Context: an optimization exercise on an open-source flow, tuned for small area and a short achievable clock period. The choices shown serve that exercise and are no tape-out recipe. In this exercise RTL edits were held to simulation tests only and were not proved equivalent to the original. Power figures rest on the tool's default switching activity, not on a simulated workload.

Setup of rev 12:
// top
module top(rst,clk,acc,rom_addr,rom_data,ram_we,ram_waddr,ram_wdata);
Settings: LEC_CHECK=0, CAP_MARGIN=45, CORE_MARGIN=2, CORE_UTILIZATION=45, PLACE_DENSITY=0.6, SLEW_MARGIN=45, SYNTH_HIERARCHICAL=1; clock period 20.0 ns.
run.sh (not shown) runs the stock make flow with config.mk's settings and CLKGATE_MAP_FILE= SYNTH_SCRIPT=/design/flow/synth_recipe.tcl, a recipe that flattens the netlist after the stock synthesis.
Rev 12 was carried through to the last stage, and its layout satisfied the timing, design-rule and antenna checks.
### rev 12 -> rev 13
==> flow/flow/run.sh (new file) <==
#!/bin/bash
# The standard layout, with timing repair aiming past the clock period so that
# the resizer works on the paths that set the achieved period.
set -euo pipefail
export SETUP_SLACK_MARGIN=11
export TNS_END_PERCENT=100
bash standard.sh > flow_standard.log 2>&1
==> flow/standard.sh (new file) <==
#!/bin/bash
# synth_recipe.tcl (not shown) runs the flow's synth.tcl, then flattens the netlist and writes it again
# the make line also repeats each setting of config.mk as NAME=value (left out here)
make -C /OpenROAD-flow-scripts/flow DESIGN_CONFIG=/design/flow/config.mk WORK_HOME=/design/flow/orfs CLKGATE_MAP_FILE= SYNTH_SCRIPT=/design/flow/synth_recipe.tcl "${@:-finish}"
removed: flow/run.sh
Results
No stage failed in rev 13, and the final checks on the layout all came back clean. Of the two values seen for slowest stage cell on the critical path, sky130_fd_sc_hd__or4_4 was produced by rev 13 and sky130_fd_sc_hd__nor4bb_1 by rev 12. Final worst slack came out higher on rev 13 than on rev 12. Measured against each other, rev 13 and rev 12 differ in met1 usage, the lower figure coming from rev 13. Clock-buffer cell count in rev 13 is 19 lower than in rev 12.

---

Setup of willow:
top, a different RTL version from the one above (not shown whole).
Size: ~8000 cells after synthesis, about 2300 flip-flops, about 67 I/O pins, roughly 100000 um^2 of cells after synthesis.
export LEC_CHECK = 0
export CAP_MARGIN = 45
export CORE_MARGIN = 2
export CORE_UTILIZATION = 45
export CTS_CLUSTER_DIAMETER = 100
export CTS_CLUSTER_SIZE = 22
export PLACE_DENSITY = 0.6
export SLEW_MARGIN = 45
export SYNTH_HIERARCHICAL = 1
create_clock -name core_clock -period 20.0 [get_ports {clk}]
standard.sh (not shown) runs the stock make flow with config.mk's settings and CLKGATE_MAP_FILE= SYNTH_SCRIPT=/design/flow/synth_recipe.tcl, a recipe that flattens the netlist after the stock synthesis.
==> flow/flow/run.sh <==
#!/bin/bash
# The standard layout, with two changes: timing repair aims past the clock
# period, so that the resizer works on the paths that set the achieved period;
# and the port buffers are plain buffers (sky130_fd_sc_hd__buf_4) that the
# resizer may size, instead of the delay cells buffer_ports picks by itself.
set -euo pipefail
export SETUP_SLACK_MARGIN=13
export TNS_END_PERCENT=100
export BUFFER_PORTS_ARGS="-buffer_cell sky130_fd_sc_hd__buf_4"
bash standard.sh > flow_standard.log 2>&1
willow reached the final stage; the timing, design-rule and antenna checks on its layout passed.
The following lists how violet was set up differently from willow:
Settings: swapping 45 for 60 in CORE_UTILIZATION; swapping 0.6 for 0.7 in PLACE_DENSITY.
--- a/flow/flow/run.sh
+++ b/flow/flow/run.sh
@@ -6,3 +6,3 @@
 set -euo pipefail
-export SETUP_SLACK_MARGIN=13
+export SETUP_SLACK_MARGIN=12
 export TNS_END_PERCENT=100
[summary]
When violet is measured against willow, its global-route wire length before repair turns out about 4% lower.
Between violet and willow, worst endpoint required time is lower for willow, violet comes in above that.
From willow to violet the numbers moved as follows: area of placed instances now smaller, met1 layer wirelength in the final routing dropped 12%, post-layout instance area has decreased.
Total length of routed wires ends up higher on willow.
Met2 track utilization from global routing: violet higher than willow
willow has higher worst slew margin relative to its limit than violet.
willow ended up with in2out as its worst setup path category; violet ended up with reg2reg.
Input-level comparison between tundra and violet:
Settings: changing CORE_UTILIZATION from 60 to 45; changing PLACE_DENSITY from 0.7 to 0.6.
## What came out
Of violet and tundra, the lower clock power belongs to violet.
Of the two values seen for category of the most critical setup path, reg2reg was produced by violet and in2out by tundra.
Internal power of the cells on tundra is behind violet.
The standard cells in tundra occupy more silicon area than those in violet do.
violet → tundra: total power rose by 1.3%, multi-input gate share of total cell area level, global-route wire length before repair increased by 16 mm relative to the old numbers, path length in cells of the critical path -35.
### tundra -> yarrow
Settings: CORE_UTILIZATION now 60, was 45; PLACE_DENSITY now 0.7, was 0.6.
--- a/flow/flow/run.sh
+++ b/flow/flow/run.sh
@@ -6,3 +6,3 @@
 set -euo pipefail
-export SETUP_SLACK_MARGIN=12
+export SETUP_SLACK_MARGIN=11.5
 export TNS_END_PERCENT=100
### Flow results
Between yarrow and tundra, it is yarrow whose total met3 wirelength after detailed routing is higher, by 5.0 mm.
yarrow ended up with rom_addr[1] as its end point of the critical path; tundra ended up with rom_addr[10].
When yarrow is set beside tundra, its combinational gate power turns out to be about 10% smaller.
| number of tap instances | yarrow vs tundra | 24% lower |
The area of all sequential standard cells of tundra and that of yarrow are within noise of each other.
Relative contribution of the clock network to total power: yarrow and tundra compared, higher one is yarrow
yarrow improves on tundra in routed wire length.
Higher final worst-path setup slack among yarrow and tundra: yarrow
Setup slack after placement in yarrow is 0.46 ns below tundra.
yarrow — number of antenna repair diodes 3 higher, tundra as reference

==> what the ideal ports hide <==
No port has a modelled driver above. Below, the same layouts with a new extraction and two added sets of constraints.
Step 1: set_driving_cell puts a clkbuf_16 on clk and a buf_2 on each other input, an assumption about the parent block.
Step 2 also shifts input and output timing later by t, the mid clock arrival at the registers, as if the neighbouring blocks saw the same clock.
Slacks: ideal / step 1 / step 2; pairs: ideal / step 1.
run | t, ns | slack for setup (ns) | clock arrival spread, ns | worst data-port slew with drivers (ns)
rev 12 | 0.971 | 8.820 / 8.740 / 9.437 | 0.099 / 0.099 | 0.04
rev 13 | 0.950 | 10.424 / 10.334 / 10.788 | 0.098 / 0.099 | 0.06
willow | 0.925 | 11.525 / 11.122 / 11.122 | 0.084 / 0.084 | 0.41
violet | 0.890 | 11.516 / 11.164 / 11.164 | 0.075 / 0.076 | 0.36
tundra | 0.908 | 11.475 / 11.241 / 11.236 | 0.080 / 0.079 | 0.26
yarrow | 0.886 | 11.514 / 11.239 / 11.239 | 0.086 / 0.086 | 0.27
After both steps setup and hold are still met in every run listed. For willow, which loses most, drivers alone change the setup slack by -0.403 ns; drivers and shift together by -0.403 ns.
